Source: an optimization exercise on an open RTL-to-GDS flow (aim: small area and a short achievable clock period). Production flows keep margins and buffers that such runs may drop. Only simulation tests tie the RTL to the original design; equivalence was not proved.

<file path="flow/flow/run.sh">
#!/bin/bash
set -e
ls -la > files.log 2>&1
cp standard.sh standard_sh.copy.log 2>/dev/null || true
export BUFFER_PORTS_ARGS="-buffer_cell sky130_fd_sc_hd__buf_2"
bash standard.sh > standard.log 2>&1
</file>
<file path="flow/standard.sh">
#!/bin/bash
# synth_recipe.tcl (not shown) runs the flow's synth.tcl, then flattens the netlist and writes it again
# the make line also repeats each setting of config.mk as NAME=value (left out here)
make -C /OpenROAD-flow-scripts/flow DESIGN_CONFIG=/design/flow/config.mk WORK_HOME=/design/flow/orfs CLKGATE_MAP_FILE= SYNTH_SCRIPT=/design/flow/synth_recipe.tcl "${@:-finish}"
</file>
<file path="flow/config.mk">
export PLATFORM = sky130hd
export DESIGN_NAME = fp_logarithm
export DESIGN_NICKNAME = fp_logarithm
export VERILOG_FILES = /design/flow/design.v
export SDC_FILE = /design/flow/constraint.sdc
export NUM_CORES = 4
export LEC_CHECK = 0
export ABC_AREA = 1
export CAP_MARGIN = 20
export CORE_MARGIN = 2
export CORE_UTILIZATION = 60
export PLACE_DENSITY = 0.6
export SLEW_MARGIN = 20
</file>
<file path="flow/constraint.sdc">
create_clock -name core_clock -period 16.0 [get_ports {clk}]
set_input_delay 3.2000 -clock core_clock [delete_from_list [all_inputs] [get_ports {clk}]]
set_output_delay 3.2000 -clock core_clock [all_outputs]
set_load 0.01 [all_outputs]
</file>
<file path="flow/design.v">
`timescale 1ns / 1ps
module fp_logarithm(in_val, clk, ln_output, rst);
input  [31:0] in_val;
input         clk, rst;
output [31:0] ln_output;
localparam [20:0] K8 = 21'h162E43;    
reg [28:0] cX;     
reg [1:0]  m10;    
wire [22:0] cM = {~cX[27:7], m10};
reg [7:0]  cE;
reg [3:0]  st;
reg [33:0] accr;    
reg [31:0] outr;
reg        a2d;
reg [2:0]  h;
reg        sel4, sel1, sel0, sel4n, sel1n, sel0n, xsub, lowf;
reg        one1, two1, neg1, one2, two2, neg2, holdr;
reg        one1n, two1n, neg1n, one2n, two2n, neg2n;
assign ln_output = outr;
always @(posedge clk) begin
  m10 <= in_val[1:0];
  cE <= in_val[30:23];
  st <= st + 4'd1;
end
wire e127c = (cE == 8'd127);
wire subc  = ~cE[7] & ~(&cE[6:0]);           
wire [6:0] ev = subc ? ~cE[6:0] : (cE[6:0] + 7'd1);
reg  [2:0] msbev;
always @* begin
  casez (ev)
    7'b1??????: msbev = 3'd6;
    7'b01?????: msbev = 3'd5;
    7'b001????: msbev = 3'd4;
    7'b0001???: msbev = 3'd3;
    7'b00001??: msbev = 3'd2;
    7'b000001?: msbev = 3'd1;
    default:    msbev = 3'd0;
  endcase
end
wire [6:0] evn   = ev << (3'd6 - msbev);
wire       ovfc  = (evn >= 7'd93);
reg e127, e255, sub, ovf;
reg [2:0] delta;
always @(posedge clk) begin
  e127  <= e127c;
  e255  <= (cE == 8'd255);
  sub   <= subc;
  ovf   <= ovfc;
  delta <= msbev + {2'b0, ovfc};
end
wire [3:0]  ns   = st + 4'd1;
wire ldPA = (ns == 4'd11);
wire ldPB = (ns == 4'd12);
always @(posedge clk) begin
  if (ldPA)      cX <= ovf ? {8'b0, K8} : {7'b0, K8, 1'b0};
  else if (ldPB) cX <= ovf ? {4'b0, K8, 4'b0} : {3'b0, K8, 5'b0};
  else           cX <= {1'b1, ~in_val[22:2], 7'b0};
end
wire [24:0] mext = {1'b0, cM, 1'b0};
wire [8:0]  eext = {1'b0, evn, 1'b0};
reg  [4:0]  win;
reg         hnext;
always @* begin
  win = 5'd0;
  hnext = 1'b0;
  case (ns)
    4'd0: win = mext[4:0];
    4'd1: begin win = mext[8:4];   hnext = e127 & (cM[22:3]  == 20'd0); end
    4'd2: begin win = mext[12:8];  hnext = e127 & (cM[22:7]  == 16'd0); end
    4'd3: begin win = mext[16:12]; hnext = e127 & (cM[22:11] == 12'd0); end
    4'd4: begin win = mext[20:16]; hnext = e127 & (cM[22:15] == 8'd0);  end
    4'd5: begin win = mext[24:20]; hnext = e127 & (cM[22:19] == 4'd0);  end
    4'd11: win = e127 ? 5'd0 : eext[4:0];
    4'd12: win = e127 ? 5'd0 : eext[8:4];
    default: win = 5'd0;
  endcase
  if (hnext) win = 5'd0;
end
always @(posedge clk) begin
  one1 <= win[1] ^ win[0];
  two1 <= (win[2] & ~win[1] & ~win[0]) | (~win[2] & win[1] & win[0]);
  neg1 <= win[2] & ~(win[1] & win[0]);
  one2 <= win[3] ^ win[2];
  two2 <= (win[4] & ~win[3] & ~win[2]) | (~win[4] & win[3] & win[2]);
  neg2 <= win[4] & ~(win[3] & win[2]);
  one1n <= ~(win[1] ^ win[0]);
  two1n <= ~((win[2] & ~win[1] & ~win[0]) | (~win[2] & win[1] & win[0]));
  neg1n <= ~(win[2] & ~(win[1] & win[0]));
  one2n <= ~(win[3] ^ win[2]);
  two2n <= ~((win[4] & ~win[3] & ~win[2]) | (~win[4] & win[3] & win[2]));
  neg2n <= ~(win[4] & ~(win[3] & win[2]));
  holdr <= hnext;
end
reg isQ, isPA, isPB, isS0, isOut;
always @(posedge clk) begin
  isQ   <= (ns <= 4'd5);
  isPA  <= (ns == 4'd11);
  isPB  <= (ns == 4'd12);
  isS0  <= (ns == 4'd0);
  isOut <= (ns == 4'd13);
end
wire c1 = isQ & ~m10[1];
wire [28:0] X = cX;
wire [33:0] lowm = isQ ? 34'h7F : (isPB ? 34'hF : 34'h0);
wire [29:0] c1v  = {22'd0, c1, 7'd0};
wire [29:0] one1v = {{15{~one1n}}, {15{one1}}};
wire [29:0] two1v = {{15{~two1n}}, {15{two1}}};
wire [29:0] neg1v = {{15{~neg1n}}, {15{neg1}}};
wire [29:0] one2v = {{15{~one2n}}, {15{one2}}};
wire [29:0] two2v = {{15{~two2n}}, {15{two2}}};
wire [29:0] neg2v = {{15{~neg2n}}, {15{neg2}}};
wire [29:0] base1 = (one1v & {1'b0, X}) | (two1v & ({X, 1'b0} | c1v));
wire [29:0] base2 = (one2v & {1'b0, X}) | (two2v & ({X, 1'b0} | c1v));
wire [33:0] r1 = {{4{~neg1n}}, base1 ^ (neg1v & ~lowm[29:0])};
wire [33:0] r2 = {{4{~neg2n}}, base2 ^ (neg2v & ~lowm[29:0])};
wire a1 = (one1 | two1) & (neg1 ^ c1);
wire a2 = (one2 | two2) & (neg2 ^ c1);
wire [33:0] ex_a1 = isQ ? ({33'd0, a1} << 7) : (isPB ? ({33'd0, a1} << 4) : {33'd0, a1});
wire [33:0] ex_a2 = isPB ? ({33'd0, a2d} << 2) : ({33'd0, a2d} << 5);
wire [33:0] r2s = {r2[31:0], 2'b00} | ex_a1 | ex_a2;
wire mask = isPA & ~e127;
wire [29:0] s4v = {{15{~sel4n}}, {15{sel4}}};
wire [29:0] s1v = {{15{~sel1n}}, {15{sel1}}};
wire [29:0] s0v = {{15{~sel0n}}, {15{sel0}}};
wire [29:0] acc = (s4v & accr[33:4]) | (s1v & accr[30:1]) | (s0v & accr[29:0]);
wire [29:0] acc_in = {acc[29:4] ^ {26{xsub}}, lowf ? {4{sub}} : acc[3:0]};
wire cin = mask & sub;
wire [33:0] opa = {{4{acc_in[29]}}, acc_in};
wire [33:0] csa_s = opa ^ r1 ^ r2s;
wire [33:0] csa_c = {(opa[32:0] & r1[32:0]) | (opa[32:0] & r2s[32:0]) | (r1[32:0] & r2s[32:0]), cin};
wire [33:0] sum = csa_s + csa_c;
reg [1:0] shn, shr;
reg e127al;
always @* begin
  shn = 2'd0;
  if (ns <= 4'd5) shn = hnext ? 2'd0 : 2'd2;
  else if (~e127) case (ns)
    4'd6:  shn = delta[2] ? 2'd2 : 2'd0;
    4'd7, 4'd8: shn = delta[1] ? 2'd1 : 2'd0;
    4'd9:  shn = delta[0] ? 2'd1 : 2'd0;
    4'd12: shn = 2'd2;
    default: shn = 2'd0;
  endcase
end
always @(posedge clk) begin
  shr    <= shn;
  e127al <= e127 & (ns >= 4'd7) & (ns <= 4'd10);
end
wire ge24 = |acc[29:24];
wire [1:0] shs = e127al ? {1'b0, ge24} : shr;
always @(posedge clk) begin
  accr <= sum;
  sel4 <= (shs == 2'd2) & (ns != 4'd0);
  sel1 <= (shs == 2'd1) & (ns != 4'd0);
  sel0 <= (shs == 2'd0) & (ns != 4'd0);
  sel4n <= ~((shs == 2'd2) & (ns != 4'd0));
  sel1n <= ~((shs == 2'd1) & (ns != 4'd0));
  sel0n <= ~((shs == 2'd0) & (ns != 4'd0));
  xsub <= (ns == 4'd11) & ~e127 & sub;
  lowf <= (ns == 4'd11) & ~e127;
  a2d <= ((isQ & ~holdr) | isPA) ? a2 : 1'b0;
  if (isS0) h <= 3'd0;
  else if (e127al & ge24) h <= h + 3'd1;
end
wire [24:0] xv = acc[24:0];
reg  [22:0] field;
reg  [1:0]  pofs;  
always @* begin
  if (xv[24])      begin field = xv[23:1];                  pofs = 2'd3; end
  else if (xv[23]) begin field = {xv[22:1], 1'b0};          pofs = 2'd2; end
  else if (xv[22]) begin field = {xv[21:1], 2'b00};         pofs = 2'd1; end
  else             begin field = {xv[20:1], 3'b000};        pofs = 2'd0; end
end
wire [2:0] z = {2'b0, cM[22:3] == 20'd0} + {2'b0, cM[22:7] == 16'd0} + {2'b0, cM[22:11] == 12'd0}
             + {2'b0, cM[22:15] == 8'd0} + {2'b0, cM[22:19] == 4'd0};
wire [7:0] expo = e127 ? (8'd120 - {3'b0, z, 2'b00} + {5'b0, h} + {6'b0, pofs})
                       : (8'd124 + {5'b0, delta} + {6'b0, pofs});
always @(posedge clk) begin
  if (isOut) begin
    if (e255)                    outr <= 32'hcf317216;
    else if (e127 && cM == 23'd0) outr <= 32'h00800000;
    else                         outr <= {sub, expo, field};
  end
end
endmodule
</file>
==> results of run 1 <==
area by class of cell:
type	count	area (µm²)
Clock buffer	21	460
Timing Repair Buffer	67	345
Multi-Input combinational cell	1016	6480
Fill cell	1533	5580
Tap cell	225	282
Sequential cell	147	3260
Clock inverter	11	101
Inverter	226	850
state kept, by name (all words and copies together) (netlist names), 2 cells and up:
signal	cells
accr	34
outr	32
cX	28
cE	8
st	4
delta	3
h	3
m10	2
shr	2
worst reg2reg max path: stages (launching register included):
cell and delay, ns:
dfxtp_1 0.37, inv_2 0.13, nor2_1 0.37, nand2_1 0.24, xor2_1 0.22, fa_1 0.53, ha_1 0.25, inv_1 0.11
fa_1 0.40, o21ai_0 0.29, a21o_1 0.15, nand2_1 0.04, nand2_1 0.18, nand3_1 0.10, nand2_1 0.20, nand3_1 0.10
nand3_1 0.22, a31oi_1 0.14, xor2_1 0.16
path summary, 6_finish.rpt:
check	endpoint
max reg2reg	accr[32]$_DFF_P_
max	accr[32]$_DFF_P_
min	h[0]$_SDFFE_PP0P_
min reg2reg	h[0]$_SDFFE_PP0P_
through the flow:
step                      hold slack [ns]  std cells  util [%]
after floorplan                     0.413       1424         -
after global placement              0.442       1681      64.6
after detailed placement            0.435       1681      64.6
after CTS                           0.445       1713      67.9
after global routing                0.478       1713      67.9
final                               0.443       1713      67.9
metal layers:
metal  global-route usage [%]  part of all wire [%]  wire length (µm)  up-vias
met5                        0                     0                 0        -
met4                     11.1                   2.7               743        0
met3                     4.53                   6.7              1800       51
met2                     48.1                    45             12100      362
met1                     40.2                    46             12400     4410
li1                         -                     -                 -     4796
layout by cell type (no fill, tap or decap), types with 8 or more instances in the layout:
cell,instances
nand2_1,269
inv_1,214
dfxtp_1,115
xor2_1,103
nor2_1,98
o21ai_0,88
a21oi_1,79
nand3_1,71
o22ai_1,67
buf_2,63
ha_1,58
fa_1,36
edfxtp_1,32
nor3_1,24
xnor2_1,19
clkbuf_16,17
o211ai_1,15
nand4_1,12
inv_2,10
nand2_2,8
cell families (layout without fill, tap and decap cells):
kind of cell / after synthesis / count (layout)
adders and majority gates: 94 / 94
xor gates and xnor gates: 125 / 125
buffers and inverters: 261 / 325
DFF: 147 / 147
and+or+nand+nor: 509 / 509
AOI/OAI and AO/OA: 288 / 288
==> run notes, run 1 <==
Final #Nets 1603; Die W 138 µm; final setup vio count 0; drt pass-1 iters 7; worst-margin pin slew 0.958 ns; design area 11800 µm²; Vert. Die Dim 138 µm; TritonCTS clock tree built; Worst setup startpoint neg1$_DFF_P_; Synth Area in Adders 13.5%; input/output buffers 63; Final WS setup 11.67 ns; initial antenna violation count 0; H-tree Lvls 4; Synth-to-Final Area Change 9.91%; Synth Area per Inst 7.53 µm²; # rows 48; RePlAce Congestion 0.936; Post-CTS Hold Buffers 0; number of hold violations in the final report 0; Synth area leaders dfxtp_1 21%, nand2_1 9.4%, edfxtp_1 9.0%; Buf/Inv on CP 2; 1st-iter DRT viols 635; Hold Crit Class reg2reg; vias in the first global route 8931; CP max-delay cell fa_1; Core Region 17400 µm²; Top delay family on crit path simple AND/OR/NAND/NOR gates; largest net degree at the start of global routing 38; worst slack, placed 11.72 ns; critical path depth 18; drt wl/cell 15.8 µm; critical path peak fanout 9; Worst R2R Path Depth 18; Residual DRC 0; Slowest Stage Delay on Critical Path 0.53 ns; Post-Synthesis Cells 1424; most used flip-flop cell after synthesis dfxtp_1; path type of the worst setup path reg2reg; first-pass GRT wire length 43700 µm; MaxCap Viol Count 0; clk buf depth 2; Resized Gates After CTS 0; Worst setup SP type flop; skew final 0.00973 ns; Vias per Instance 5.62; simple-gate share of the synthesized area 20.7%; hpwl dp 21500 µm; Clock Latency Late Sink 0.43 ns; Setup Fix Bufs, Post-CTS 0; fmax 231 MHz; post-synth net total 1552; Post-Syn Area 10700 µm²; FF-to-FF Start neg1$_DFF_P_; reg2reg setup slack 11.67 ns; Hold Path Depth 1; CTS root buffer clkbuf_16; largest family of logic cells by synthesized area simple AND/OR/NAND/NOR gates; Top Ports 66; Synth Area in XOR/XNOR 10.6%; Hold Path Origin isS0$_DFF_P_; top-count cell post-synth nand2_1; FFs w/ async S/R, synth 0%; status finished clean; clock sinks 147; EDFF count, synth 32; Worst slew margin 36.0%; Synth Area in Compound Gates 15.6%; CP Capture Type flop; Worst EP required 16.32 ns; Unique masters post-synth 50; yosys synthesis warning count 1; setup tns final 0 ns; final period utilization 27.1%; cts bufs inserted 17; CTS clk-pin slew, worst paths 0.06 ns; final WL 27100 µm; Seq/Total Area, Yosys 30.4%; RSZ-0062 raised after global routing no; Worst EP arrival 4.64 ns; Final Max Slew Viols 0; cell repeated most along the worst path nand2_1; Synth top cells by count 269 x nand2_1, 214 x inv_1, 115 x dfxtp_1, 103 x xor2_1, 98 x nor2_1; mux contribution to synthesized area 0%; routed vias 9619; final antenna-violating net count 0; Die ar. 18900 µm²; CP Cell Sequence inv_2 -> nor2_1 -> nand2_1 -> xor2_1 -> fa_1 -> ha_1 -> inv_1 -> fa_1 -> o21ai_0 -> a21o_1 -> nand2_1 -> nand2_1 -> nand3_1 -> nand2_1 -> nand3_1 -> nand3_1 -> a31oi_1 -> xor2_1; GRT Total Usage 29.7%; Placed Area 11200 µm²; Initial Util 61.7%; largest area contributor in the netlist dfxtp_1; ANT cells 0; crit path time final 4.33 ns; register bit count reported by yosys 147; layout cells sized above 1 9.61%; Synth top area share 21.5%; grt total ovfl 0
==> inputs of run 2 (changes only) <==
--- a/flow/config.mk
+++ b/flow/config.mk
@@ -10,4 +10,4 @@
 export CORE_MARGIN = 2
-export CORE_UTILIZATION = 60
-export PLACE_DENSITY = 0.6
+export CORE_UTILIZATION = 75
+export PLACE_DENSITY = 0.75
 export SLEW_MARGIN = 20
==> run notes, run 2 <==
CTS clk-pin slew, worst paths 0.07 ns (was 0.06 ns); routed vias 10400 (was 9619); register bit count reported by yosys 147 (unchanged); input/output buffers 63 (unchanged); fmax 228 MHz (was 231 MHz); CP Capture Type flop (unchanged); Hold Crit Class reg2reg (unchanged); Core Region 13900 µm² (was 17400 µm²); MaxCap Viol Count 0 (unchanged); most used flip-flop cell after synthesis dfxtp_1 (unchanged); Post-Syn Area 10700 µm² (unchanged); filler cell count 846 (was 1533); Synth area leaders dfxtp_1 21%, nand2_1 9.4%, edfxtp_1 9.0% (unchanged); clock sinks 147 (unchanged); final WL 29500 µm (was 27100 µm); top-count cell post-synth nand2_1 (unchanged); critical path peak fanout 9 (unchanged); Worst EP arrival 4.74 ns (was 4.64 ns); biggest regs accr: 34 flops, outr: 32 flops, cX: 28 flops (unchanged); Residual DRC 0 (unchanged); # rows 43 (was 48); RSZ-0062 raised after global routing no (unchanged); Synth top cells by count 269 x nand2_1, 214 x inv_1, 115 x dfxtp_1, 103 x xor2_1, 98 x nor2_1 (unchanged); FF-to-FF Start neg1$_DFF_P_ (unchanged); Unique masters post-synth 50 (unchanged); Setup Fix Bufs, Post-CTS 0 (unchanged); Die W 124 µm (was 138 µm); Resized Gates After CTS 0 (unchanged); vias in the first global route 9545 (was 8931); Synth top area share 21.5% (unchanged); clk buf depth 2 (unchanged); 1st-iter DRT viols 1432 (was 635); Worst setup SP type flop (unchanged); EDFF count, synth 32 (unchanged); Die ar. 15300 µm² (was 18900 µm²); Final Max Slew Viols 0 (unchanged); post-synth net total 1552 (unchanged); Worst slew margin 36.1% (was 36.0%); Seq/Total Area, Yosys 30.4% (unchanged); max FFs per register 34 (unchanged); final antenna-violating net count 0 (unchanged); number of hold violations in the final report 0 (unchanged); Worst Hold Path EP h[0]$_SDFFE_PP0P_ (unchanged); cts bufs inserted 17 (unchanged); grt total ovfl 0 (unchanged); Biggest register accr (unchanged); path type of the worst setup path reg2reg (unchanged); Post-Synthesis Cells 1424 (unchanged); Vert. Die Dim 124 µm (was 138 µm); Clock Latency Late Sink 0.44 ns (was 0.43 ns); skew final 0.0125 ns (was 0.00973 ns); yosys synthesis warning count 1 (unchanged); drt wl/cell 17.7 µm (was 15.8 µm); most frequent cells in the layout 269 x nand2_1, 214 x inv_1, 115 x dfxtp_1, 103 x xor2_1, 98 x nor2_1 (unchanged); crit path time final 4.40 ns (was 4.33 ns); drt pass-1 iters 7 (unchanged); Worst EP required 16.34 ns (was 16.32 ns); ANT cells 0 (unchanged); Final #Nets 1603 (unchanged); first-pass GRT wire length 47600 µm (was 43700 µm); TritonCTS clock tree built (unchanged); final setup vio count 0 (unchanged); final period utilization 27.5% (was 27.1%); largest area contributor in the netlist dfxtp_1 (unchanged); H-tree Lvls 4 (unchanged); largest net degree at the start of global routing 38 (unchanged); layout cells sized above 1 9.74% (was 9.61%); status finished clean (unchanged); R2R Path End accr[28]$_DFF_P_ (was accr[32]$_DFF_P_); Hold Path Depth 1 (unchanged); reg2reg setup slack 11.61 ns (was 11.67 ns); initial antenna violation count 0 (unchanged); Vias per Instance 6.24 (was 5.62); Synth-to-Final Area Change 9.95% (was 9.91%); FFs w/ async S/R, synth 0% (unchanged); Synth Area per Inst 7.53 µm² (unchanged); worst-margin pin slew 0.957 ns (was 0.958 ns); GRT Total Usage 40.5% (was 29.7%); Worst R2R Path Depth 18 (unchanged); Post-CTS Hold Buffers 0 (unchanged); setup tns final 0 ns (unchanged); Hold Path Origin isS0$_DFF_P_ (unchanged); Top Ports 66 (unchanged); hpwl dp 21600 µm (was 21500 µm); CTS root buffer clkbuf_16 (unchanged); RePlAce Congestion 0.985 (was 0.936); Initial Util 76.9% (was 61.7%); commonest non-fill, non-tap cell in the layout nand2_1 (unchanged)
[run 2: cell counts after synthesis]
No cell type changed its count.
[run 2: through the flow]
stage	setup slack (ns)	hold WS, ns	util [%]	area [µm²]	cells
2_1_floorplan	12.41	0.413	-	10700	1424
3_3_place_gp	11.85	0.435	80.1	11200	1636
3_5_place_dp	11.77	0.436	80.1	11200	1636
4_1_cts	11.71	0.466	84.6	11800	1668
5_1_grt	11.41	0.487	84.6	11800	1668
6_report	11.61	0.477	84.6	11800	1668
[run 2: cell type report]
type | instances | area, µm² | area share (%)
timing repair buffer | 67 | 345 | 2.93
sequential | 147 | 3260 | 27.7
clock inverter | 10 | 116 | 0.988
inverter | 226 | 850 | 7.21
multi-input combinational | 1016 | 6480 | 55.0
tap | 180 | 225 | 1.91
clock buffer | 22 | 505 | 4.29
[run 2: critical path: stages (launching register included)]
cell and delay, ns:
dfxtp_1 0.39, inv_2 0.13, nor2_1 0.35, nand2_1 0.24, xor2_1 0.21, fa_1 0.54, ha_1 0.27, inv_1 0.11
fa_1 0.42, o21ai_0 0.30, a21o_1 0.16, nand2_1 0.04, nand2_1 0.16, nand3_1 0.10, nand2_1 0.18, nand3_1 0.12
nand3_1 0.23, a21oi_1 0.12, xnor2_1 0.24
[run 2: logic make-up (layout without fill, tap and decap cells)]
kind of cell             after synthesis  in the layout  share of synthesized area [%]
buffers and inverters                261            325                           9.17
XOR/XNOR                             125            125                           10.6
AO/OA/AOI/OAI                        288            288                           15.6
adder cells (fa/ha/maj)               94             94                           13.5
flip-flops                           147            147                           30.4
AND/OR/NAND/NOR                      509            509                           20.7
[run 2: how the worst max path moves through the flow]
stage,start,to,slack (ns),depth (start not counted)
finish,neg1$_DFF_P_,accr[28]$_DFF_P_,11.61,18
global route,cX[24]$_SDFF_PP0_,outr[27]$_SDFFCE_PP1P_,11.41,17
CTS,cX[24]$_SDFF_PP0_,outr[27]$_SDFFCE_PP1P_,11.71,17
detailed placement,neg1$_DFF_P_,accr[28]$_DFF_P_,11.77,18
global placement,neg1$_DFF_P_,accr[28]$_DFF_P_,11.85,18
floorplan,outr[0]$_SDFFCE_PP0P_,ln_output[0],12.41,0
[run 2: metal layers]
metal	vias to the layer above	GRT usage (%)	wire [µm]
met1	4760	52.4	11700
met5	-	0	0
met3	112	8.49	3160
li1	4803	-	-
met4	0	16.3	1040
met2	737	66.0	13600
==> inputs of run 3 (changes only) <==
==> flow/flow/run.sh (replaced) <==
#!/bin/bash
set -e
export BUFFER_PORTS_ARGS="-buffer_cell sky130_fd_sc_hd__buf_2"
export CTS_ARGS="-sink_clustering_enable -repair_clock_nets -buf_list sky130_fd_sc_hd__clkbuf_8 -dont_use_dummy_load"
bash standard.sh > standard.log 2>&1
--- a/flow/config.mk
+++ b/flow/config.mk
@@ -10,4 +10,3 @@
 export CORE_MARGIN = 2
-export CORE_UTILIZATION = 75
-export PLACE_DENSITY = 0.75
+export CORE_UTILIZATION = 65
 export SLEW_MARGIN = 20
==> run notes, run 3 <==
biggest regs accr: 34 flops, outr: 32 flops, cX: 28 flops (unchanged); Worst setup startpoint neg1$_DFF_P_ (unchanged); Initial Util 67.0% (was 76.9%); Unique masters post-synth 50 (unchanged); commonest non-fill, non-tap cell in the layout nand2_1 (unchanged); status finished clean (unchanged); post-synth net total 1552 (unchanged); Worst EP arrival 4.58 ns (was 4.74 ns); MaxCap Viol Count 0 (unchanged); Vias per Instance 5.71 (was 6.24); yosys synthesis warning count 1 (unchanged); Biggest register accr (unchanged); max FFs per register 34 (unchanged); H-tree Lvls 4 (unchanged); CP Capture Type flop (unchanged); Synth top cells by count 269 x nand2_1, 214 x inv_1, 115 x dfxtp_1, 103 x xor2_1, 98 x nor2_1 (unchanged); grt total ovfl 0 (unchanged); Synth Area per Inst 7.53 µm² (unchanged); RePlAce Congestion 0.944 (was 0.985); Final Max Slew Viols 0 (unchanged); FF-to-FF Start neg1$_DFF_P_ (unchanged); cts bufs inserted 17 (unchanged); R2R Path End accr[32]$_DFF_P_ (was accr[28]$_DFF_P_); reg2reg setup slack 11.75 ns (was 11.61 ns); layout cells sized above 1 8.83% (was 9.74%); Worst EP required 16.33 ns (was 16.34 ns); Core Region 16000 µm² (was 13900 µm²); Residual DRC 0 (unchanged); skew final 0.0253 ns (was 0.0125 ns); Die W 132 µm (was 124 µm); final antenna-violating net count 0 (unchanged); Clock Latency Late Sink 0.47 ns (was 0.44 ns); Setup Fix Bufs, Post-CTS 0 (unchanged); fmax 235 MHz (was 228 MHz); Worst R2R Path Depth 18 (unchanged); cell repeated most along the worst path nand2_1 (unchanged); final period utilization 26.6% (was 27.5%); Post-CTS Hold Buffers 0 (unchanged); sequential cell area 3260 µm² (unchanged); CTS clk-pin slew, worst paths 0.08 ns (was 0.07 ns); Buf/Inv on CP 2 (unchanged); Worst setup SP type flop (unchanged); FFs w/ async S/R, synth 0% (unchanged); Post-Synthesis Cells 1424 (unchanged); 1st-iter DRT viols 847 (was 1432); register bit count reported by yosys 147 (unchanged); Synth top area share 21.5% (unchanged); CP Cell Sequence inv_2 -> nor2_1 -> nand2_1 -> xor2_1 -> fa_1 -> ha_1 -> inv_1 -> fa_1 -> o21ai_0 -> a21o_1 -> nand2_1 -> nand2_1 -> nand3_1 -> nand2_1 -> nand3_1 -> nand3_1 -> a31oi_1 -> xor2_1 (was inv_2 -> nor2_1 -> nand2_1 -> xor2_1 -> fa_1 -> ha_1 -> inv_1 -> fa_1 -> o21ai_0 -> a21o_1 -> nand2_1 -> nand2_1 -> nand3_1 -> nand2_1 -> nand3_1 -> nand3_1 -> a21oi_1 -> xnor2_1); met3 wire len 2120 µm (was 3160 µm); Worst slew margin 32.8% (was 36.1%); drt pass-1 iters 6 (was 7); Post-Syn Area 10700 µm² (unchanged); input/output buffers 63 (unchanged); filler cell count 1373 (was 846); Top delay family on crit path simple AND/OR/NAND/NOR gates (unchanged); routed vias 9639 (was 10400); Seq/Total Area, Yosys 30.4% (unchanged); first-pass GRT wire length 43600 µm (was 47600 µm); initial antenna violation count 0 (unchanged); multi-input combinational cell area 6480 µm² (unchanged); Final WS setup 11.75 ns (was 11.61 ns); path type of the worst setup path reg2reg (unchanged); worst-margin pin slew 1.01 ns (was 0.957 ns); GRT Total Usage 31.0% (was 40.5%); Vert. Die Dim 132 µm (was 124 µm); most used flip-flop cell after synthesis dfxtp_1 (unchanged); most frequent cells in the layout 269 x nand2_1, 214 x inv_1, 115 x dfxtp_1, 103 x xor2_1, 98 x nor2_1 (unchanged); ANT cells 0 (unchanged); crit path time final 4.25 ns (was 4.40 ns); Top Ports 66 (unchanged); setup tns final 0 ns (unchanged); hpwl dp 21300 µm (was 21600 µm); # rows 46 (was 43); vias in the first global route 8930 (was 9545); Hold Path Depth 1 (unchanged); Resized Gates After CTS 0 (unchanged); worst slack, placed 11.80 ns (was 11.77 ns); met2 wire length 11900 µm (was 13600 µm); final setup vio count 0 (unchanged); largest area contributor in the netlist dfxtp_1 (unchanged); Synth area leaders dfxtp_1 21%, nand2_1 9.4%, edfxtp_1 9.0% (unchanged); clock sinks 147 (unchanged); CTS root buffer clkbuf_8 (was clkbuf_16); top-count cell post-synth nand2_1 (unchanged); Hold Crit Class reg2reg (unchanged); TritonCTS clock tree built (unchanged); clk buf depth 2 (unchanged); wl on met1 11700 µm (about the same); Max Used Layer met4 (unchanged); Hold Path Origin isS0$_DFF_P_ (unchanged); Slowest Stage Delay on Critical Path 0.52 ns (was 0.54 ns); EDFF count, synth 32 (unchanged); drt wl/cell 15.6 µm (was 17.7 µm); number of hold violations in the final report 0 (unchanged); RSZ-0062 raised after global routing no (unchanged); largest net degree at the start of global routing 38 (unchanged); Die ar. 17500 µm² (was 15300 µm²); Final #Nets 1603 (unchanged); Synth-to-Final Area Change 6.75% (was 9.95%); CP max-delay cell fa_1 (unchanged); final WL 26300 µm (was 29500 µm); Worst Hold Path EP h[1]$_SDFFE_PP0P_ (was h[0]$_SDFFE_PP0P_); critical path peak fanout 9 (unchanged)
## run 3: cell counts after synthesis
No cell type changed its count.
## run 3: layout make-up
type	instances	area share [%]
timing repair buffer	67	3.02
sequential	147	28.5
clock buffer	17	2.05
multi-input combinational	1016	56.6
inverter	226	7.43
tap	216	2.36
## run 3: worst max-delay path by stage
stage / end / depth (start not counted)
3_5_place_dp: accr[32]$_DFF_P_ / 18
3_3_place_gp: accr[32]$_DFF_P_ / 18
4_1_cts: ln_output[22] / 1
5_1_grt: accr[32]$_DFF_P_ / 18
2_1_floorplan: ln_output[0] / 0
6_report: accr[32]$_DFF_P_ / 18
## run 3: kinds of logic after synthesis
| group | share of synthesized area (%) |
|---|---|
| and+or+nand+nor | 20.7 |
| AOI/OAI and AO/OA | 15.6 |
| buffers and inverters | 9.17 |
| DFF | 30.4 |
| xor gates and xnor gates | 10.6 |
| adders and majority gates | 13.5 |
## run 3: metrics by stage
step | hold slack (ns) | util (%) | std cells | area [µm²]
4_1_cts | 0.485 | 71.5 | 1689 | 11400
6_report | 0.478 | 71.5 | 1689 | 11400
3_5_place_dp | 0.469 | 70.0 | 1672 | 11200
5_1_grt | 0.516 | 71.5 | 1689 | 11400
2_1_floorplan | 0.413 | - | 1424 | 10700
3_3_place_gp | 0.436 | 70.0 | 1672 | 11200
## run 3: routing by layer
metal,vias to the layer above,GRT usage [%]
met2,376,49.8
met5,-,0
met1,4430,42.3
li1,4788,-
met4,0,10.4
met3,45,5.50
==> inputs of run 4 (changes only) <==
--- a/flow/design.v
+++ b/flow/design.v
@@ -22,3 +22,4 @@
   cE <= in_val[30:23];
-  st <= st + 4'd1;
+  if (cE[0] == in_val[23]) st <= st + 4'd1;
+  else                     st <= 4'd0;
 end
==> run notes, run 4 <==
Seq/Total Area, Yosys 30.1% (was 30.4%); Worst setup SP type flop (unchanged); FFs w/ async S/R, synth 0% (unchanged); crit path time final 4.75 ns (was 4.25 ns); most used flip-flop cell after synthesis dfxtp_1 (unchanged); status finished clean (unchanged); CTS root buffer clkbuf_8 (unchanged); fmax 210 MHz (was 235 MHz); initial antenna violation count 0 (unchanged); Synth top cells by count 236 x nand2_1, 221 x inv_1, 120 x nor2_1, 115 x dfxtp_1, 104 x xor2_1 (was 269 x nand2_1, 214 x inv_1, 115 x dfxtp_1, 103 x xor2_1, 98 x nor2_1); routed vias 9635 (was 9639); Die ar. 17700 µm² (was 17500 µm²); Worst R2R Path Depth 15 (was 18); Hold Crit Class reg2reg (unchanged); register bit count reported by yosys 147 (unchanged); layout cells sized above 1 8.97% (was 8.83%); top-count cell post-synth nand2_1 (unchanged); Vert. Die Dim 133 µm (was 132 µm); cts bufs inserted 17 (unchanged); worst slack, placed 11.35 ns (was 11.80 ns); worst-margin pin slew 0.964 ns (was 1.01 ns); vias in the first global route 8888 (was 8930); final cell count without fillers 1703 (was 1689); Top Ports 66 (unchanged); H-tree Lvls 4 (unchanged); TritonCTS clock tree built (unchanged); Synth-to-Final Area Change 6.48% (was 6.75%); Post-Syn Area 10800 µm² (was 10700 µm²); MaxCap Viol Count 0 (unchanged); Worst EP required 16.30 ns (was 16.33 ns); CP Capture Type flop (unchanged); largest net degree at the start of global routing 40 (was 38); setup tns final 0 ns (unchanged); largest area contributor in the netlist dfxtp_1 (unchanged); Setup Fix Bufs, Post-CTS 0 (unchanged); clock sinks 147 (unchanged); WHS 0.468 ns (was 0.478 ns); commonest non-fill, non-tap cell in the layout nand2_1 (unchanged); Worst EP arrival 5.05 ns (was 4.58 ns); Vias per Instance 5.66 (was 5.71); Synth area leaders dfxtp_1 21%, edfxtp_1 8.9%, xor2_1 8.4% (was dfxtp_1 21%, nand2_1 9.4%, edfxtp_1 9.0%); Hold Path Depth 1 (unchanged); first-pass GRT wire length 43600 µm (about the same); input/output buffers 63 (unchanged); post-synth net total 1565 (was 1552); Biggest register accr (unchanged); Unique masters post-synth 52 (was 50); Initial Util 65.8% (was 67.0%); Clock Latency Late Sink 0.44 ns (was 0.47 ns); final WL 26300 µm (about the same); hpwl dp 21800 µm (was 21300 µm); reg2reg setup slack 11.25 ns (was 11.75 ns); Final WS setup 11.25 ns (was 11.75 ns); 1st-iter DRT viols 777 (was 847); placed cells 1686 (was 1672); RSZ-0062 raised after global routing no (unchanged); final period utilization 29.7% (was 26.6%); Final #Nets 1613 (was 1603); Residual DRC 0 (unchanged); number of hold violations in the final report 0 (unchanged); filler cell count 1384 (was 1373); biggest regs accr: 34 flops, outr: 32 flops, cX: 28 flops (unchanged); R2R Path End accr[29]$_DFF_P_ (was accr[32]$_DFF_P_); final setup vio count 0 (unchanged); EDFF count, synth 32 (unchanged); skew final 0.0333 ns (was 0.0253 ns); Synth top area share 21.2% (was 21.5%); GRT Total Usage 30.8% (was 31.0%); # rows 47 (was 46); max FFs per register 34 (unchanged); most frequent cells in the layout 236 x nand2_1, 221 x inv_1, 120 x nor2_1, 115 x dfxtp_1, 104 x xor2_1 (was 269 x nand2_1, 214 x inv_1, 115 x dfxtp_1, 103 x xor2_1, 98 x nor2_1); drt pass-1 iters 8 (was 6); yosys synthesis warning count 1 (unchanged); Worst Hold Path EP h[1]$_SDFFE_PP0P_ (unchanged); RePlAce Congestion 0.947 (was 0.944); Hold Path Origin isS0$_DFF_P_ (unchanged); critical path peak fanout 15 (was 9); CTS clk-pin slew, worst paths 0.08 ns (about the same); FF-to-FF Start xsub$_DFF_P_ (was neg1$_DFF_P_); Core Util, Final 70.1% (was 71.5%); final antenna-violating net count 0 (unchanged); Worst slew margin 35.6% (was 32.8%); drt wl/cell 15.5 µm (was 15.6 µm); Core Region 16500 µm² (was 16000 µm²); ANT cells 0 (unchanged); Final Max Slew Viols 0 (unchanged); path type of the worst setup path reg2reg (unchanged); grt total ovfl 0 (unchanged); Post-CTS Hold Buffers 0 (unchanged); Post-Synthesis Cells 1437 (was 1424); Resized Gates After CTS 0 (unchanged); Synth Area per Inst 7.54 µm² (was 7.53 µm²); clk buf depth 2 (unchanged); Die W 133 µm (was 132 µm)
[run 4: routing by layer]
metal  global-route usage [%]  vias to the layer above  share of wire, %
li1                         -                     4836                 -
met1                     43.0                     4413                46
met2                     49.6                      347                46
met3                     5.18                       39               6.6
met4                     8.87                        0               1.8
met5                        0                        -                 0
[run 4: cells by family after synthesis]
group,after synthesis,share of synthesized area (%)
and+or+nand+nor,501,20.6
xor gates and xnor gates,126,10.3
AOI/OAI and AO/OA,295,16.1
DFF,147,30.1
buffers and inverters,274,9.58
adders and majority gates,94,13.3
[run 4: worst max-delay path by stage]
stage	startpoint	end	slack, ns	cells past startpoint
detailed placement	xsub$_DFF_P_	accr[29]$_DFF_P_	11.35	15
finish	xsub$_DFF_P_	accr[29]$_DFF_P_	11.25	15
global placement	xsub$_DFF_P_	accr[29]$_DFF_P_	11.36	15
floorplan	in_val[23]	st[2]$_SDFF_PP0_	12.26	3
global route	xsub$_DFF_P_	accr[29]$_DFF_P_	10.93	15
CTS	xsub$_DFF_P_	accr[29]$_DFF_P_	11.32	15
[run 4: layout make-up]
type | instances | area, µm² | share of cell area (%)
Clock buffer | 17 | 234 | 2.03
Inverter | 238 | 896 | 7.76
Multi-Input combinational cell | 1016 | 6540 | 56.7
Sequential cell | 147 | 3260 | 28.3
Tap cell | 220 | 275 | 2.39
Timing Repair Buffer | 65 | 330 | 2.86
[run 4: stage by stage]
stage	area [µm²]
floorplan	10800
global placement	11300
detailed placement	11300
CTS	11500
global route	11500
finish	11500
[run 4: critical path, cell delays in order (launching register included)]
cell and delay, ns:
dfxtp_1 0.90, inv_1 0.56, xor2_1 0.32, fa_1 0.56, inv_1 0.04, ha_1 0.36
nand2_1 0.13, nor2_1 0.16, nand2_1 0.11, o21ai_0 0.36, nand2_1 0.13, o21ai_0 0.45
nand3_1 0.13, nand2_1 0.16, a21oi_1 0.10, xnor2_1 0.15
==> inputs of run 5 (changes only) <==
--- a/flow/design.v
+++ b/flow/design.v
@@ -22,4 +22,3 @@
   cE <= in_val[30:23];
-  if (cE[0] == in_val[23]) st <= st + 4'd1;
-  else                     st <= 4'd0;
+  st <= st + 4'd1;
 end
==> flow/flow/run.sh (replaced) <==
#!/bin/bash
set -e
export BUFFER_PORTS_ARGS="-buffer_cell sky130_fd_sc_hd__buf_2"
export CTS_ARGS="-sink_clustering_enable -repair_clock_nets -buf_list sky130_fd_sc_hd__clkbuf_16 -dont_use_dummy_load"
bash standard.sh > standard.log 2>&1
==> run notes, run 5 <==
status finished clean (unchanged); Synth top area share 21.5% (was 21.2%); path type of the worst setup path reg2reg (unchanged); FFs w/ async S/R, synth 0% (unchanged); layout cells sized above 1 8.83% (was 8.97%); Synth Area per Inst 7.53 µm² (was 7.54 µm²); routed vias 9660 (was 9635); placed cells 1672 (was 1686); vias in the first global route 9072 (was 8888); Post-Syn Area 10700 µm² (was 10800 µm²); largest area contributor in the netlist dfxtp_1 (unchanged); final setup vio count 0 (unchanged); Synth-to-Final Area Change 8.54% (was 6.48%); final cell count without fillers 1689 (was 1703); Vert. Die Dim 132 µm (was 133 µm); top-count cell post-synth nand2_1 (unchanged); EDFF count, synth 32 (unchanged); Setup Fix Bufs, Post-CTS 0 (unchanged); Unique masters post-synth 50 (was 52); setup tns final 0 ns (unchanged); Vias per Instance 5.72 (was 5.66); Worst setup SP type flop (unchanged); Seq/Total Area, Yosys 30.4% (was 30.1%); CTS root buffer clkbuf_16 (was clkbuf_8); CP Capture Type flop (unchanged); Biggest register accr (unchanged); Top Ports 66 (unchanged); clock sinks 147 (unchanged); Placed Area 11200 µm² (was 11300 µm²); Worst slew margin 31.7% (was 35.6%); Residual DRC 0 (unchanged); Final Max Slew Viols 0 (unchanged); Buf/Inv on CP 2 (unchanged); fmax 234 MHz (was 210 MHz); final antenna-violating net count 0 (unchanged); RePlAce Congestion 0.944 (was 0.947); biggest regs accr: 34 flops, outr: 32 flops, cX: 28 flops (unchanged); first-pass GRT wire length 44200 µm (was 43600 µm); largest net degree at the start of global routing 38 (was 40); most frequent cells in the layout 269 x nand2_1, 214 x inv_1, 115 x dfxtp_1, 103 x xor2_1, 98 x nor2_1 (was 236 x nand2_1, 221 x inv_1, 120 x nor2_1, 115 x dfxtp_1, 104 x xor2_1); cell repeated most along the worst path nand2_1 (unchanged); crit path time final 4.27 ns (was 4.75 ns); CP Cell Sequence inv_2 -> nor2_1 -> nand2_1 -> xor2_1 -> fa_1 -> ha_1 -> inv_1 -> fa_1 -> o21ai_0 -> a21o_1 -> nand2_1 -> nand2_1 -> nand3_1 -> nand2_1 -> nand3_1 -> nand3_1 -> a31oi_1 -> xor2_1 (was inv_1 -> xor2_1 -> fa_1 -> inv_1 -> ha_1 -> nand2_1 -> nor2_1 -> nand2_1 -> o21ai_0 -> nand2_1 -> o21ai_0 -> nand3_1 -> nand2_1 -> a21oi_1 -> xnor2_1); TritonCTS clock tree built (unchanged); number of hold violations in the final report 0 (unchanged); critical path peak fanout 9 (was 15); CP max-delay cell fa_1 (was dfxtp_1); Resized Gates After CTS 0 (unchanged); clk buf depth 2 (unchanged); Post-Synthesis Cells 1424 (was 1437); Die ar. 17500 µm² (was 17700 µm²); hpwl dp 21300 µm (was 21800 µm); drt wl/cell 15.7 µm (was 15.5 µm); max FFs per register 34 (unchanged); register bit count reported by yosys 147 (unchanged); Post-CTS Hold Buffers 0 (unchanged); Final #Nets 1603 (was 1613); drt pass-1 iters 8 (unchanged); RSZ-0062 raised after global routing no (unchanged); Worst EP arrival 4.56 ns (was 5.05 ns); post-synth net total 1552 (was 1565); cts bufs inserted 17 (unchanged); worst-margin pin slew 1.02 ns (was 0.964 ns); ANT cells 0 (unchanged); GRT Total Usage 31.3% (was 30.8%); final WL 26500 µm (was 26300 µm); Clock Latency Late Sink 0.43 ns (was 0.44 ns); Die W 132 µm (was 133 µm); 1st-iter DRT viols 835 (was 777); design area 11600 µm² (was 11500 µm²); Synth area leaders dfxtp_1 21%, nand2_1 9.4%, edfxtp_1 9.0% (was dfxtp_1 21%, edfxtp_1 8.9%, xor2_1 8.4%); Synth top cells by count 269 x nand2_1, 214 x inv_1, 115 x dfxtp_1, 103 x xor2_1, 98 x nor2_1 (was 236 x nand2_1, 221 x inv_1, 120 x nor2_1, 115 x dfxtp_1, 104 x xor2_1); MaxCap Viol Count 0 (unchanged); final period utilization 26.7% (was 29.7%); input/output buffers 63 (unchanged); commonest non-fill, non-tap cell in the layout nand2_1 (unchanged); Top delay family on crit path simple AND/OR/NAND/NOR gates (was adder cells); Worst EP required 16.30 ns (about the same); CTS clk-pin slew, worst paths 0.05 ns (was 0.08 ns); initial antenna violation count 0 (unchanged); most used flip-flop cell after synthesis dfxtp_1 (unchanged); Core Util, Final 72.7% (was 70.1%); H-tree Lvls 4 (unchanged); grt total ovfl 0 (unchanged); Hold Crit Class reg2reg (unchanged); yosys synthesis warning count 1 (unchanged); Initial Util 67.0% (was 65.8%); skew final 0.0157 ns (was 0.0333 ns); Slowest Stage Delay on Critical Path 0.52 ns (was 0.90 ns); # rows 46 (was 47); Core Region 16000 µm² (was 16500 µm²)
run 5: cell count changes after synthesis, moves of 4 or more:
cell	delta
inv_1	-7
clkbuf_1	+4
inv_2	-5
nand2_1	+33
a22oi_1	-4
o22ai_1	-6
buf_2	-5
nand4_1	-6
nor2_1	-22
nand3_1	+8
o21ai_0	+7
run 5: through the flow:
stage / hold WS [ns] / setup WS, ns
3_5_place_dp: 0.469 / 11.80
4_1_cts: 0.482 / 11.80
6_report: 0.481 / 11.74
3_3_place_gp: 0.436 / 11.84
5_1_grt: 0.512 / 11.48
2_1_floorplan: 0.413 / 12.41
run 5: layout make-up:
class	instances	area (µm²)
multi-input combinational	1016	6480
fill	1349	4370
inverter	226	850
sequential	147	3260
tap	216	270
clock buffer	17	425
timing repair buffer	67	345
run 5: kinds of logic (layout without fill, tap and decap cells):
logic type               Yosys count  in the layout  share of synthesized area (%)
adder cells (fa/ha/maj)           94             94                           13.5
AND/OR/NAND/NOR                  509            509                           20.7
buffers and inverters            261            310                           9.17
XOR/XNOR                         125            125                           10.6
AO/OA/AOI/OAI                    288            288                           15.6
flip-flops                       147            147                           30.4
run 5: worst paths after layout:
check                           cells after the start          endpoint          start  slack, ns
worst max-delay path                               18  accr[32]$_DFF_P_   neg1$_DFF_P_      11.74
worst max register to register                     18  accr[32]$_DFF_P_   neg1$_DFF_P_      11.74
worst min register to register                      1     st[0]$_DFF_P_  st[0]$_DFF_P_       0.48
worst min-delay path                                1     st[0]$_DFF_P_  st[0]$_DFF_P_       0.48
run 5: metal layers:
metal	global-route usage [%]	share of wire, %	vias up
met5	0	0	-
met4	9.14	1.9	0
met3	5.84	7.6	41
met2	50.8	46	382
met1	42.6	45	4450
li1	-	-	4787
==> inputs of run 6 (changes only) <==
==> flow/flow/run.sh (replaced) <==
#!/bin/bash
set -e
export BUFFER_PORTS_ARGS="-buffer_cell sky130_fd_sc_hd__buf_2"
export CTS_ARGS="-sink_clustering_enable -repair_clock_nets -buf_list {sky130_fd_sc_hd__clkbuf_4 sky130_fd_sc_hd__clkbuf_8} -dont_use_dummy_load"
bash standard.sh > standard.log 2>&1
==> run notes, run 6 <==
GRT Total Usage 31.0% (was 31.3%); Die ar. 17500 µm² (unchanged); register bit count reported by yosys 147 (unchanged); Worst slew margin 32.8% (was 31.7%); Resized Gates After CTS 0 (unchanged); sequential cell area 3260 µm² (unchanged); commonest non-fill, non-tap cell in the layout nand2_1 (unchanged); worst-margin pin slew 1.01 ns (was 1.02 ns); clk buf depth 2 (unchanged); GR Layer Usage met2 49.8% (was 50.8%); Vias per Instance 5.71 (was 5.72); Most Crowded Layer GR met2 (unchanged); routed vias 9639 (was 9660); R2R Path End accr[32]$_DFF_P_ (unchanged); Post-CTS Hold Buffers 0 (unchanged); MaxCap Viol Count 0 (unchanged); Hold Path Origin isS0$_DFF_P_ (was st[0]$_DFF_P_); Core Util, Final 71.5% (was 72.7%); critical path peak fanout 9 (unchanged); final period utilization 26.6% (was 26.7%); # rows 46 (unchanged); Synth-to-Final Area Change 6.75% (was 8.54%); Die W 132 µm (unchanged); crit path time final 4.25 ns (was 4.27 ns); RSZ-0062 raised after global routing no (unchanged); top-count cell post-synth nand2_1 (unchanged); drt wl/cell 15.6 µm (was 15.7 µm); Initial Util 67.0% (unchanged); filler cell count 1373 (was 1349); largest area contributor in the netlist dfxtp_1 (unchanged); CP Cell Sequence inv_2 -> nor2_1 -> nand2_1 -> xor2_1 -> fa_1 -> ha_1 -> inv_1 -> fa_1 -> o21ai_0 -> a21o_1 -> nand2_1 -> nand2_1 -> nand3_1 -> nand2_1 -> nand3_1 -> nand3_1 -> a31oi_1 -> xor2_1 (unchanged); post-synth net total 1552 (unchanged); layout cells sized above 1 8.83% (unchanged); grt met3 use 5.50% (was 5.84%); yosys synthesis warning count 1 (unchanged); final WL 26300 µm (was 26500 µm); Slowest Stage Delay on Critical Path 0.52 ns (about the same); Worst R2R Path Depth 18 (unchanged); grt met1 use 42.3% (was 42.6%); Synth top area share 21.5% (unchanged); Hold Crit Class reg2reg (unchanged); most used flip-flop cell after synthesis dfxtp_1 (unchanged); status finished clean (unchanged); Final Max Slew Viols 0 (unchanged); FFs w/ async S/R, synth 0% (unchanged); Synth top cells by count 269 x nand2_1, 214 x inv_1, 115 x dfxtp_1, 103 x xor2_1, 98 x nor2_1 (unchanged); Worst EP arrival 4.58 ns (was 4.56 ns); vias in the first global route 8930 (was 9072); Worst Hold Path EP h[1]$_SDFFE_PP0P_ (was st[0]$_DFF_P_); Post-Synthesis Cells 1424 (unchanged); Synth area leaders dfxtp_1 21%, nand2_1 9.4%, edfxtp_1 9.0% (unchanged); Core Region 16000 µm² (unchanged); RePlAce Congestion 0.944 (unchanged); fmax 235 MHz (was 234 MHz); biggest regs accr: 34 flops, outr: 32 flops, cX: 28 flops (unchanged); H-tree Lvls 4 (unchanged); largest net degree at the start of global routing 38 (unchanged); CTS clk-pin slew, worst paths 0.08 ns (was 0.05 ns); Seq/Total Area, Yosys 30.4% (unchanged); drt pass-1 iters 6 (was 8); final antenna-violating net count 0 (unchanged); CP max-delay cell fa_1 (unchanged); Post-Syn Area 10700 µm² (unchanged); Synth Area per Inst 7.53 µm² (unchanged); max FFs per register 34 (unchanged); clock sinks 147 (unchanged); skew final 0.0253 ns (was 0.0157 ns); reg2reg setup slack 11.75 ns (was 11.74 ns); Hold Path Depth 1 (unchanged); Top Ports 66 (unchanged); Worst EP required 16.33 ns (was 16.30 ns); WHS 0.478 ns (was 0.481 ns); most frequent cells in the layout 269 x nand2_1, 214 x inv_1, 115 x dfxtp_1, 103 x xor2_1, 98 x nor2_1 (unchanged); Unique masters post-synth 50 (unchanged); first-pass GRT wire length 43600 µm (was 44200 µm); path type of the worst setup path reg2reg (unchanged); hpwl dp 21300 µm (unchanged); Biggest register accr (unchanged); ANT cells 0 (unchanged); Clock Latency Late Sink 0.47 ns (was 0.43 ns); Worst setup SP type flop (unchanged); multi-input combinational cell area 6480 µm² (unchanged); Residual DRC 0 (unchanged); number of hold violations in the final report 0 (unchanged); FF-to-FF Start neg1$_DFF_P_ (unchanged); grt total ovfl 0 (unchanged); EDFF count, synth 32 (unchanged); TritonCTS clock tree built (unchanged); Setup Fix Bufs, Post-CTS 0 (unchanged); Vert. Die Dim 132 µm (unchanged); CTS root buffer clkbuf_8 (was clkbuf_16); 1st-iter DRT viols 847 (was 835); initial antenna violation count 0 (unchanged); CP Capture Type flop (unchanged); cts bufs inserted 17 (unchanged); Final #Nets 1603 (unchanged); input/output buffers 63 (unchanged); final setup vio count 0 (unchanged); Buf/Inv on CP 2 (unchanged); Top delay family on crit path simple AND/OR/NAND/NOR gates (unchanged); setup tns final 0 ns (unchanged); cell repeated most along the worst path nand2_1 (unchanged)
run 6: cell counts after synthesis:
Identical to the previous run, type by type.
run 6: layout make-up:
type,instances,area share [%]
inverters,226,7.43
flip-flops and latches,147,28.5
repair buffers,67,3.02
clock buffers,17,2.05
multi-input cells,1016,56.6
well taps,216,2.36
run 6: cell families (layout without fill, tap and decap cells):
| family | count (synthesis) | in the layout | synth area share (%) |
|---|---|---|---|
| buffers and inverters | 261 | 310 | 9.17 |
| AND/OR/NAND/NOR | 509 | 509 | 20.7 |
| AO/OA/AOI/OAI | 288 | 288 | 15.6 |
| flip-flops | 147 | 147 | 30.4 |
| XOR/XNOR | 125 | 125 | 10.6 |
| adder cells (fa/ha/maj) | 94 | 94 | 13.5 |
run 6: worst max path at each step:
| stage | startpoint | to | slack (ns) | cells past startpoint |
|---|---|---|---|---|
| floorplan | outr[0]$_SDFFCE_PP0P_ | ln_output[0] | 12.41 | 0 |
| global placement | neg1$_DFF_P_ | accr[32]$_DFF_P_ | 11.84 | 18 |
| detailed placement | neg1$_DFF_P_ | accr[32]$_DFF_P_ | 11.80 | 18 |
| CTS | outr[22]$_SDFFCE_PP0P_ | ln_output[22] | 11.77 | 1 |
| global route | neg1$_DFF_P_ | accr[32]$_DFF_P_ | 11.49 | 18 |
| finish | neg1$_DFF_P_ | accr[32]$_DFF_P_ | 11.75 | 18 |
run 6: per-stage QoR:
step,std cells,worst slack [ns],area [µm²]
after floorplan,1424,12.41,10700
after global placement,1672,11.84,11200
after detailed placement,1672,11.80,11200
after CTS,1689,11.77,11400
after global routing,1689,11.49,11400
final,1689,11.75,11400
run 6: metal layers:
layer	vias up	share of wire (%)
met3	45	8.1
li1	4788	-
met1	4430	44
met5	-	0
met4	0	2.3
met2	376	45
==> inputs of run 7 (changes only) <==
--- a/flow/design.v
+++ b/flow/design.v
@@ -15,3 +15,3 @@
 reg [2:0]  h;
-reg        sel4, sel1, sel0, sel4n, sel1n, sel0n, xsub, lowf;
+reg        sel4, sel1, sel0, sel4n, sel1n, sel0n, xsub, xsubn, lowf;
 reg        one1, two1, neg1, one2, two2, neg2, holdr;
@@ -22,3 +22,4 @@
   cE <= in_val[30:23];
-  st <= st + 4'd1;
+  if (cE[0] == in_val[23]) st <= st + 4'd1;
+  else                     st <= 4'd0;
 end
@@ -125,3 +126,3 @@
 wire [29:0] acc = (s4v & accr[33:4]) | (s1v & accr[30:1]) | (s0v & accr[29:0]);
-wire [29:0] acc_in = {acc[29:4] ^ {26{xsub}}, lowf ? {4{sub}} : acc[3:0]};
+wire [29:0] acc_in = {acc[29:4] ^ {{11{~xsubn}}, {15{xsub}}}, lowf ? {4{sub}} : acc[3:0]};
 wire cin = mask & sub;
@@ -159,2 +160,3 @@
   xsub <= (ns == 4'd11) & ~e127 & sub;
+  xsubn <= ~((ns == 4'd11) & ~e127 & sub);
   lowf <= (ns == 4'd11) & ~e127;
==> flow/flow/run.sh (replaced) <==
#!/bin/bash
set -e
export BUFFER_PORTS_ARGS="-buffer_cell sky130_fd_sc_hd__buf_2"
export CTS_ARGS="-sink_clustering_enable -repair_clock_nets -buf_list sky130_fd_sc_hd__clkbuf_8 -dont_use_dummy_load"
bash standard.sh > standard.log 2>&1
==> run notes, run 7 <==
clk buf depth 2 (unchanged); path type of the worst setup path reg2reg (unchanged); Final #Nets 1625 (was 1603); skew final 0.0281 ns (was 0.0253 ns); Post-CTS Hold Buffers 0 (unchanged); FFs w/ async S/R, synth 0% (unchanged); first-pass GRT wire length 43800 µm (was 43600 µm); yosys synthesis warning count 1 (unchanged); final WL 27300 µm (was 26300 µm); CTS clk-pin slew, worst paths 0.08 ns (about the same); Unique masters post-synth 51 (was 50); Resized Gates After CTS 0 (unchanged); register bit count reported by yosys 148 (was 147); setup tns final 0 ns (unchanged); post-synth net total 1577 (was 1552); top-count cell post-synth nand2_1 (unchanged); max FFs per register 34 (unchanged); Core Util, Final 70.3% (was 71.5%); TritonCTS clock tree built (unchanged); drt pass-1 iters 6 (unchanged); placed cells 1698 (was 1672); CP Capture Type flop (unchanged); Seq/Total Area, Yosys 30.2% (was 30.4%); most frequent cells in the layout 253 x nand2_1, 229 x inv_1, 116 x dfxtp_1, 103 x xor2_1, 99 x nor2_1 (was 269 x nand2_1, 214 x inv_1, 115 x dfxtp_1, 103 x xor2_1, 98 x nor2_1); number of hold violations in the final report 0 (unchanged); initial antenna violation count 0 (unchanged); Hold Crit Class reg2reg (unchanged); RePlAce Congestion 0.952 (was 0.944); design area 11600 µm² (was 11400 µm²); routed vias 9642 (was 9639); H-tree Lvls 4 (unchanged); Initial Util 65.9% (was 67.0%); Biggest register accr (unchanged); fmax 220 MHz (was 235 MHz); biggest regs accr: 34 flops, outr: 32 flops, cX: 28 flops (unchanged); Core Region 16500 µm² (was 16000 µm²); Worst setup SP type flop (unchanged); final period utilization 28.4% (was 26.6%); worst-margin pin slew 1.31 ns (was 1.01 ns); Setup Fix Bufs, Post-CTS 0 (unchanged); Placed Area 11300 µm² (was 11200 µm²); Die ar. 17800 µm² (was 17500 µm²); Synth-to-Final Area Change 6.60% (was 6.75%); cts bufs inserted 17 (unchanged); status finished clean (unchanged); ANT cells 0 (unchanged); clock sinks 148 (was 147); largest net degree at the start of global routing 36 (was 38); MaxCap Viol Count 0 (unchanged); final cell count without fillers 1715 (was 1689); crit path time final 4.55 ns (was 4.25 ns); Synth top cells by count 253 x nand2_1, 229 x inv_1, 116 x dfxtp_1, 103 x xor2_1, 99 x nor2_1 (was 269 x nand2_1, 214 x inv_1, 115 x dfxtp_1, 103 x xor2_1, 98 x nor2_1); Post-Synthesis Cells 1449 (was 1424); Clock Latency Late Sink 0.46 ns (was 0.47 ns); Worst EP arrival 4.89 ns (was 4.58 ns); Worst slew margin 12.0% (was 32.8%); Top Ports 66 (unchanged); layout cells sized above 1 9.30% (was 8.83%); Post-Syn Area 10900 µm² (was 10700 µm²); Synth Area per Inst 7.49 µm² (was 7.53 µm²); final antenna-violating net count 0 (unchanged); Synth area leaders dfxtp_1 21%, edfxtp_1 8.8%, nand2_1 8.7% (was dfxtp_1 21%, nand2_1 9.4%, edfxtp_1 9.0%); Final Max Slew Viols 0 (unchanged); grt total ovfl 0 (unchanged); Die W 133 µm (was 132 µm); most used flip-flop cell after synthesis dfxtp_1 (unchanged); Vert. Die Dim 133 µm (was 132 µm); 1st-iter DRT viols 776 (was 847); Residual DRC 0 (unchanged); largest area contributor in the netlist dfxtp_1 (unchanged); Vias per Instance 5.62 (was 5.71); Synth top area share 21.4% (was 21.5%); CTS root buffer clkbuf_8 (unchanged); critical path peak fanout 10 (was 9); commonest non-fill, non-tap cell in the layout nand2_1 (unchanged); GRT Total Usage 31.2% (was 31.0%); input/output buffers 63 (unchanged); # rows 47 (was 46); hpwl dp 21800 µm (was 21300 µm); drt wl/cell 15.9 µm (was 15.6 µm); RSZ-0062 raised after global routing no (unchanged); EDFF count, synth 32 (unchanged); Worst EP required 16.35 ns (was 16.33 ns); final setup vio count 0 (unchanged); filler cell count 1467 (was 1373); vias in the first global route 8901 (was 8930)
[run 7: routing by layer]
| layer | wire (µm) | part of all wire (%) | vias up | GRT usage (%) |
|---|---|---|---|---|
| met3 | 1910 | 7.0 | 56 | 3.81 |
| li1 | - | - | 4840 | - |
| met2 | 11800 | 43 | 373 | 46.8 |
| met5 | 0 | 0 | - | 0 |
| met4 | 1060 | 3.9 | 0 | 14.8 |
| met1 | 12500 | 46 | 4373 | 44.9 |
[run 7: worst max-delay path, stage by stage, from the launching register on]
cell	delay (ns)
dfxtp_1	0.51
inv_1	0.20
nand2_1	0.10
inv_1	0.04
nor3_1	0.78
xor2_1	0.20
fa_1	0.58
inv_1	0.05
ha_1	0.35
nand2_1	0.12
nor2_1	0.16
nand2_1	0.08
o21ai_0	0.17
a21oi_1	0.11
o21ai_0	0.36
a21oi_1	0.17
o21ai_0	0.23
xor2_1	0.24
[run 7: cell type report]
| class | instances | area, µm² | area share (%) |
|---|---|---|---|
| Sequential cell | 148 | 3280 | 28.4 |
| Multi-Input combinational cell | 1023 | 6530 | 56.4 |
| Timing Repair Buffer | 68 | 353 | 3.05 |
| Inverter | 239 | 905 | 7.82 |
| Tap cell | 220 | 275 | 2.38 |
| Clock buffer | 17 | 234 | 2.02 |
[run 7: cells by family (layout without fill, tap and decap cells)]
group | after synthesis | count (layout) | synth area share (%)
AO/OA/AOI/OAI | 300 | 300 | 15.8
AND/OR/NAND/NOR | 503 | 503 | 20.7
adder cells (fa/ha/maj) | 94 | 94 | 13.3
flip-flops | 148 | 148 | 30.2
XOR/XNOR | 126 | 126 | 10.2
buffers and inverters | 278 | 324 | 9.77
[run 7: path summary, 6_finish.rpt]
kind	startpoint	endpoint	slack, ns	depth (start not counted)
setup / recovery	sel0n$_DFF_P_	accr[33]$_DFF_P_	11.45	17
hold / removal	isS0$_DFF_P_	h[1]$_SDFFE_PP0P_	0.43	1
setup reg to reg	sel0n$_DFF_P_	accr[33]$_DFF_P_	11.45	17
hold reg to reg	isS0$_DFF_P_	h[1]$_SDFFE_PP0P_	0.43	1
[run 7: per-stage QoR]
step / setup WS [ns] / hold slack, ns
after CTS: 11.55 / 0.430
after detailed placement: 11.57 / 0.439
after global routing: 11.10 / 0.437
after floorplan: 12.26 / 0.413
after global placement: 11.58 / 0.437
final: 11.45 / 0.430

-- re-timing with driven ports --
How much do the figures lean on ideal ports? The routed layouts below were timed once more, with nothing changed but the port constraints. Step 1 sets driving cells, clkbuf_16 on the clock port and buf_2 on the other inputs (assumed; they add their load-dependent delay and slew). Step 2 times the ports against the registers' clock, not the clock port: input delays grow and output delays shrink by t, the midpoint of the rising clock arrivals with the driver on. a / b / c = ideal ports / drivers / drivers and shift; a / b = the first two.
run | t (ns) | slack for setup (ns) | latest minus earliest clock arrival (ns) | pins driven straight from the clock port
run 1 | 0.472 | 11.671 / 11.671 / 11.671 | 0.010 / 0.010 | 1
run 2 | 0.475 | 11.605 / 11.605 / 11.605 | 0.012 / 0.013 | 1
run 3 | 0.492 | 11.750 / 11.750 / 11.750 | 0.025 / 0.025 | 1
run 4 | 0.464 | 11.248 / 11.249 / 11.249 | 0.033 / 0.034 | 1
run 5 | 0.466 | 11.735 / 11.735 / 11.735 | 0.016 / 0.016 | 1
run 6 | 0.492 | 11.750 / 11.750 / 11.750 | 0.025 / 0.025 | 1
run 7 | 0.485 | 11.455 / 11.455 / 11.455 | 0.029 / 0.029 | 1
After both steps every run listed still meets setup and hold.
